This is an optimization exercise on Yosys and OpenROAD, whose aim is small area and a short achievable clock period, not a production implementation. In this exercise RTL edits were held to simulation tests only and were not proved equivalent to the original. Power is estimated from default activity; no workload was simulated.

==> flow/design.v <==
module dataPath (
  input  logic [13:0] instruction,
  input  logic        clk,
  input  logic        rst,
  output logic        flag_zero,
  output logic        flag_negative,
  output logic        flag_carry,
  output logic        flag_overflow
);
  logic [1:0] op;
  logic [3:0] wa, ra1, ra2;
  assign op  = instruction[13:12];
  assign wa  = instruction[11:8];
  assign ra1 = instruction[7:4];
  assign ra2 = instruction[3:0];
  logic [31:0] R [0:15];
  logic [31:0] a, b;           
  logic [15:0] s1, s2, we;
  always_comb begin
    for (int j = 0; j < 16; j++) begin
      s1[j] = ~rst & (ra1 == 4'(j));
      s2[j] = ~rst & (ra2 == 4'(j));
      we[j] =  rst | (wa  == 4'(j));
    end
  end
  logic [31:0] rd1_n, rd2_n;
  logic [511:0] R_flat;
  always_comb
    for (int j = 0; j < 16; j++) R_flat[32*j +: 32] = R[j];
  read_sel u_rs1 (.s(s1), .Rf(R_flat), .q(rd1_n));
  read_sel u_rs2 (.s(s2), .Rf(R_flat), .q(rd2_n));
  always_ff @(posedge clk) begin
    a <= rd1_n;
    b <= rd2_n;
  end
  logic [31:0] p, g, o;
  assign p = a ^ b;
  assign g = a & b;
  assign o = a | b;
  logic [32:0] ca_b, cs_b;
  always_comb begin
    ca_b[0] = 1'b0; cs_b[0] = 1'b1;
    for (int i = 0; i < 32; i++) begin
      ca_b[i+1] = p[i] ? ca_b[i] : a[i];
      cs_b[i+1] = p[i] ? a[i] : cs_b[i];
    end
  end
  logic [31:0] sa, ss;
  assign sa = p ^ ca_b[31:0];
  assign ss = ~p ^ cs_b[31:0];
  logic z_add, z_sub, z_and, z_or;
  assign z_add = ~|sa;
  assign z_sub = ~|p;
  assign z_and = ~|g;
  assign z_or  = ~|o;
  logic [3:0] fz, fn;
  logic [1:0] fc, fv;
  assign fz = {z_or, z_and, z_sub, z_add};
  assign fn = {o[31], g[31], ss[31], sa[31]};
  assign fc = {cs_b[32], ca_b[32]};
  assign fv = {cs_b[32] ^ cs_b[31], ca_b[32] ^ ca_b[31]};
  flag_sel u_flag_sel (
    .op(op), .fz(fz), .fn(fn), .fc(fc), .fv(fv),
    .flag_zero(flag_zero), .flag_negative(flag_negative),
    .flag_carry(flag_carry), .flag_overflow(flag_overflow)
  );
  logic [3:0] os;     
  op_decode u_op_decode (.op(op), .rst(rst), .os(os));
  logic [31:0] wd_lo, wd_hi;    
  assign wd_lo = ({32{os[0]}} & sa) | ({32{os[1]}} & ss) |
                 ({32{os[2]}} & g)  | ({32{os[3]}} & o);
  assign wd_hi = wd_lo | {32{rst}};
  logic [15:0] wen;
  assign wen = ~we;
  logic [31:0] R_n [0:15];
  for (genvar r = 0; r < 16; r++) begin : g_row
    for (genvar k = 0; k < 32; k++) begin : g_bit
      if (k < 4 && r[k]) begin : g_hi
        hold_sel u_h (.we(we[r]), .wen(wen[r]), .d(wd_hi[k]), .q(R[r][k]), .y(R_n[r][k]));
      end else begin : g_lo
        hold_sel u_h (.we(we[r]), .wen(wen[r]), .d(wd_lo[k]), .q(R[r][k]), .y(R_n[r][k]));
      end
    end
  end
  always_ff @(posedge clk) begin
    for (int r = 0; r < 16; r++) R[r] <= R_n[r];
  end
endmodule
module flag_sel (
  input  logic [1:0] op,
  input  logic [3:0] fz,
  input  logic [3:0] fn,
  input  logic [1:0] fc,
  input  logic [1:0] fv,
  output logic       flag_zero,
  output logic       flag_negative,
  output logic       flag_carry,
  output logic       flag_overflow
);
  logic z_lo_n, z_hi_n, n_lo_n, n_hi_n, c_lo_n, v_lo_n;
  mux2_n u_z0 (.s(op[0]), .a(fz[0]), .b(fz[1]), .y(z_lo_n));
  mux2_n u_z1 (.s(op[0]), .a(fz[2]), .b(fz[3]), .y(z_hi_n));
  mux2_n u_z  (.s(op[1]), .a(z_lo_n), .b(z_hi_n), .y(flag_zero));
  mux2_n u_n0 (.s(op[0]), .a(fn[0]), .b(fn[1]), .y(n_lo_n));
  mux2_n u_n1 (.s(op[0]), .a(fn[2]), .b(fn[3]), .y(n_hi_n));
  mux2_n u_n  (.s(op[1]), .a(n_lo_n), .b(n_hi_n), .y(flag_negative));
  mux2_n u_c0 (.s(op[0]), .a(fc[0]), .b(fc[1]), .y(c_lo_n));
  mux2_n u_v0 (.s(op[0]), .a(fv[0]), .b(fv[1]), .y(v_lo_n));
  nor2_k u_c (.a(op[1]), .b(c_lo_n), .y(flag_carry));
  nor2_k u_v (.a(op[1]), .b(v_lo_n), .y(flag_overflow));
endmodule
module mux2_n (input logic s, a, b, output logic y);
  assign y = ~(s ? b : a);
endmodule
module nor2_k (input logic a, b, output logic y);
  assign y = ~(a | b);
endmodule
module op_decode (
  input  logic [1:0] op,
  input  logic       rst,
  output logic [3:0] os
);
  assign os[0] = ~rst & (op == 2'd0);
  assign os[1] = ~rst & (op == 2'd1);
  assign os[2] = ~rst & (op == 2'd2);
  assign os[3] = ~rst & (op == 2'd3);
endmodule
module read_sel (
  input  logic [15:0] s,
  input  logic [511:0] Rf,
  output logic [31:0] q
);
  for (genvar k = 0; k < 32; k++) begin : g_bit
    logic [5:0] n;
    aoi222 u0 (.a1(s[0]),  .a2(Rf[0*32+k]),  .b1(s[1]),  .b2(Rf[1*32+k]),  .c1(s[2]),  .c2(Rf[2*32+k]),  .y(n[0]));
    aoi222 u1 (.a1(s[3]),  .a2(Rf[3*32+k]),  .b1(s[4]),  .b2(Rf[4*32+k]),  .c1(s[5]),  .c2(Rf[5*32+k]),  .y(n[1]));
    aoi222 u2 (.a1(s[6]),  .a2(Rf[6*32+k]),  .b1(s[7]),  .b2(Rf[7*32+k]),  .c1(s[8]),  .c2(Rf[8*32+k]),  .y(n[2]));
    aoi222 u3 (.a1(s[9]),  .a2(Rf[9*32+k]),  .b1(s[10]), .b2(Rf[10*32+k]), .c1(s[11]), .c2(Rf[11*32+k]), .y(n[3]));
    aoi222 u4 (.a1(s[12]), .a2(Rf[12*32+k]), .b1(s[13]), .b2(Rf[13*32+k]), .c1(s[14]), .c2(Rf[14*32+k]), .y(n[4]));
    nand2_k u5 (.a(s[15]), .b(Rf[15*32+k]), .y(n[5]));
    assign q[k] = ~&n;
  end
endmodule
module aoi222 (input logic a1, a2, b1, b2, c1, c2, output logic y);
  assign y = ~((a1 & a2) | (b1 & b2) | (c1 & c2));
endmodule
module nand2_k (input logic a, b, output logic y);
  assign y = ~(a & b);
endmodule
module hold_sel (input logic we, wen, d, q, output logic y);
  assign y = (we & d) | (wen & q);
endmodule
clock: 28.0 ns
lec_check: 0
cap_margin: 5
core_margin: 2
core_utilization: 50
cts_cluster_diameter: 80
cts_cluster_size: 24
slew_margin: 5
synth_hierarchical: 1
synth_minimum_keep_size: 0
standard.sh (not shown) runs the stock make flow with config.mk's settings and CLKGATE_MAP_FILE= SYNTH_SCRIPT=/design/flow/synth_recipe.tcl, a recipe that flattens the netlist after the stock synthesis.
==> flow/flow/run.sh <==
#!/bin/bash
# Layout flow: the standard ORFS flow (standard.sh, synthesis unchanged)
# with these changes to how the layout is made:
#  - the port buffers that buffer_ports inserts on every input and output
#    are sky130_fd_sc_hd__buf_2 cells rather than the tool's default pick;
#  - clock tree synthesis uses larger sink clusters and no dummy loads;
#  - before global routing, flow/tighten.tcl runs one more setup repair
#    pass with a larger setup margin.
# Each tool's full output stays in orfs/logs/ (one log per step); make's
# output goes to standard.log in this folder.
set -euo pipefail
here=$(pwd)
export BUFFER_PORTS_ARGS="-buffer_cell sky130_fd_sc_hd__buf_2"
export CTS_ARGS="-sink_clustering_enable -repair_clock_nets -sink_clustering_size 24 -sink_clustering_max_diameter 80 -dont_use_dummy_load"
export PRE_GLOBAL_ROUTE_TCL="$here/flow/tighten.tcl"
bash standard.sh > standard.log 2>&1
==> flow/flow/tighten.tcl <==
# Sourced by ORFS's global_route step (PRE_GLOBAL_ROUTE_TCL) before global
# routing: one more setup repair pass on the placed, clock-tree-synthesized
# design, asking for extra slack on the input-to-output flag paths so the
# resizer sizes their few cells up. The SDC is unchanged.
estimate_parasitics -placement
repair_timing -setup -setup_margin 16.8 -match_cell_footprint -verbose
detailed_placement
check_placement -verbose
estimate_parasitics -placement
report_checks -path_delay max -format end -group_path_count 4
The baseline passed the timing, DRC and antenna checks.
Then changed:
--- a/flow/design.v
+++ b/flow/design.v
@@ -67,26 +67,19 @@
   logic [3:0] os;     
   op_decode u_op_decode (.op(op), .rst(rst), .os(os));
   logic [31:0] wd_lo, wd_hi;    
   assign wd_lo = ({32{os[0]}} & sa) | ({32{os[1]}} & ss) |
                  ({32{os[2]}} & g)  | ({32{os[3]}} & o);
   assign wd_hi = wd_lo | {32{rst}};
-  logic [15:0] wen;
-  assign wen = ~we;
-  logic [31:0] R_n [0:15];
-  for (genvar r = 0; r < 16; r++) begin : g_row
-    for (genvar k = 0; k < 32; k++) begin : g_bit
-      if (k < 4 && r[k]) begin : g_hi
-        hold_sel u_h (.we(we[r]), .wen(wen[r]), .d(wd_hi[k]), .q(R[r][k]), .y(R_n[r][k]));
-      end else begin : g_lo
-        hold_sel u_h (.we(we[r]), .wen(wen[r]), .d(wd_lo[k]), .q(R[r][k]), .y(R_n[r][k]));
-      end
+  always_ff @(posedge clk) begin
+    for (int r = 0; r < 16; r++) begin
+      logic [31:0] wd;
+      for (int k = 0; k < 32; k++)
+        wd[k] = (k < 4 && r[k]) ? wd_hi[k] : wd_lo[k];
+      R[r] <= ({32{we[r]}} & wd) | ({32{~we[r]}} & R[r]);
     end
-  end
-  always_ff @(posedge clk) begin
-    for (int r = 0; r < 16; r++) R[r] <= R_n[r];
   end
 endmodule
 module flag_sel (
   input  logic [1:0] op,
   input  logic [3:0] fz,
   input  logic [3:0] fn,
@@ -144,9 +137,6 @@
 module aoi222 (input logic a1, a2, b1, b2, c1, c2, output logic y);
   assign y = ~((a1 & a2) | (b1 & b2) | (c1 & c2));
 endmodule
 module nand2_k (input logic a, b, output logic y);
   assign y = ~(a & b);
 endmodule
-module hold_sel (input logic we, wen, d, q, output logic y);
-  assign y = (we & d) | (wen & q);
-endmodule
After rerunning: The new run completed without violations; via count drops by 19%; utilization drops by 0.11 points; power drops by 28%; cell area climbs by 2.9%; maximum frequency is about the same; worst hold slack is better by 0.0077 ns; flip-flop and latch count is unchanged; critical path depth stays the same; worst setup slack is better by 0.0042 ns; global-route usage drops by 4.4 points; final cell count drops by about 16%; non-clock buffer count drops by 12.

-- what the ideal ports hide --
The results above use ideal ports. As a check the final layouts listed here were re-extracted and re-timed, cells and wires unchanged. Step 1 assumes that a clkbuf_16 drives the clock port and a buf_2 every other input. Step 2 adds t to the input delays and takes it off the output delays; t is the mean of the earliest and latest rising clock arrival at the registers after step 1. Input paths then give back, and output paths get back, about the clock's delay inside the block. Three values: ideal, step 1, step 2; two values: the first two.
| run | shift t [ns] | setup WS [ns] | worst setup path at the end | latest minus earliest clock arrival (ns) | worst slew at a driven data input, ns |
|---|---|---|---|---|---|
| the first run | 0.665 | 16.246 / 16.180 / 16.180 | input to output | 0.081 / 0.081 | 0.06 |
| the second run | 0.658 | 16.250 / 16.120 / 16.120 | input to output | 0.046 / 0.046 | 0.15 |
After both steps setup and hold are still met in every run listed. For the second run, which loses most, drivers alone change the setup slack by -0.130 ns; drivers and shift together by -0.130 ns.
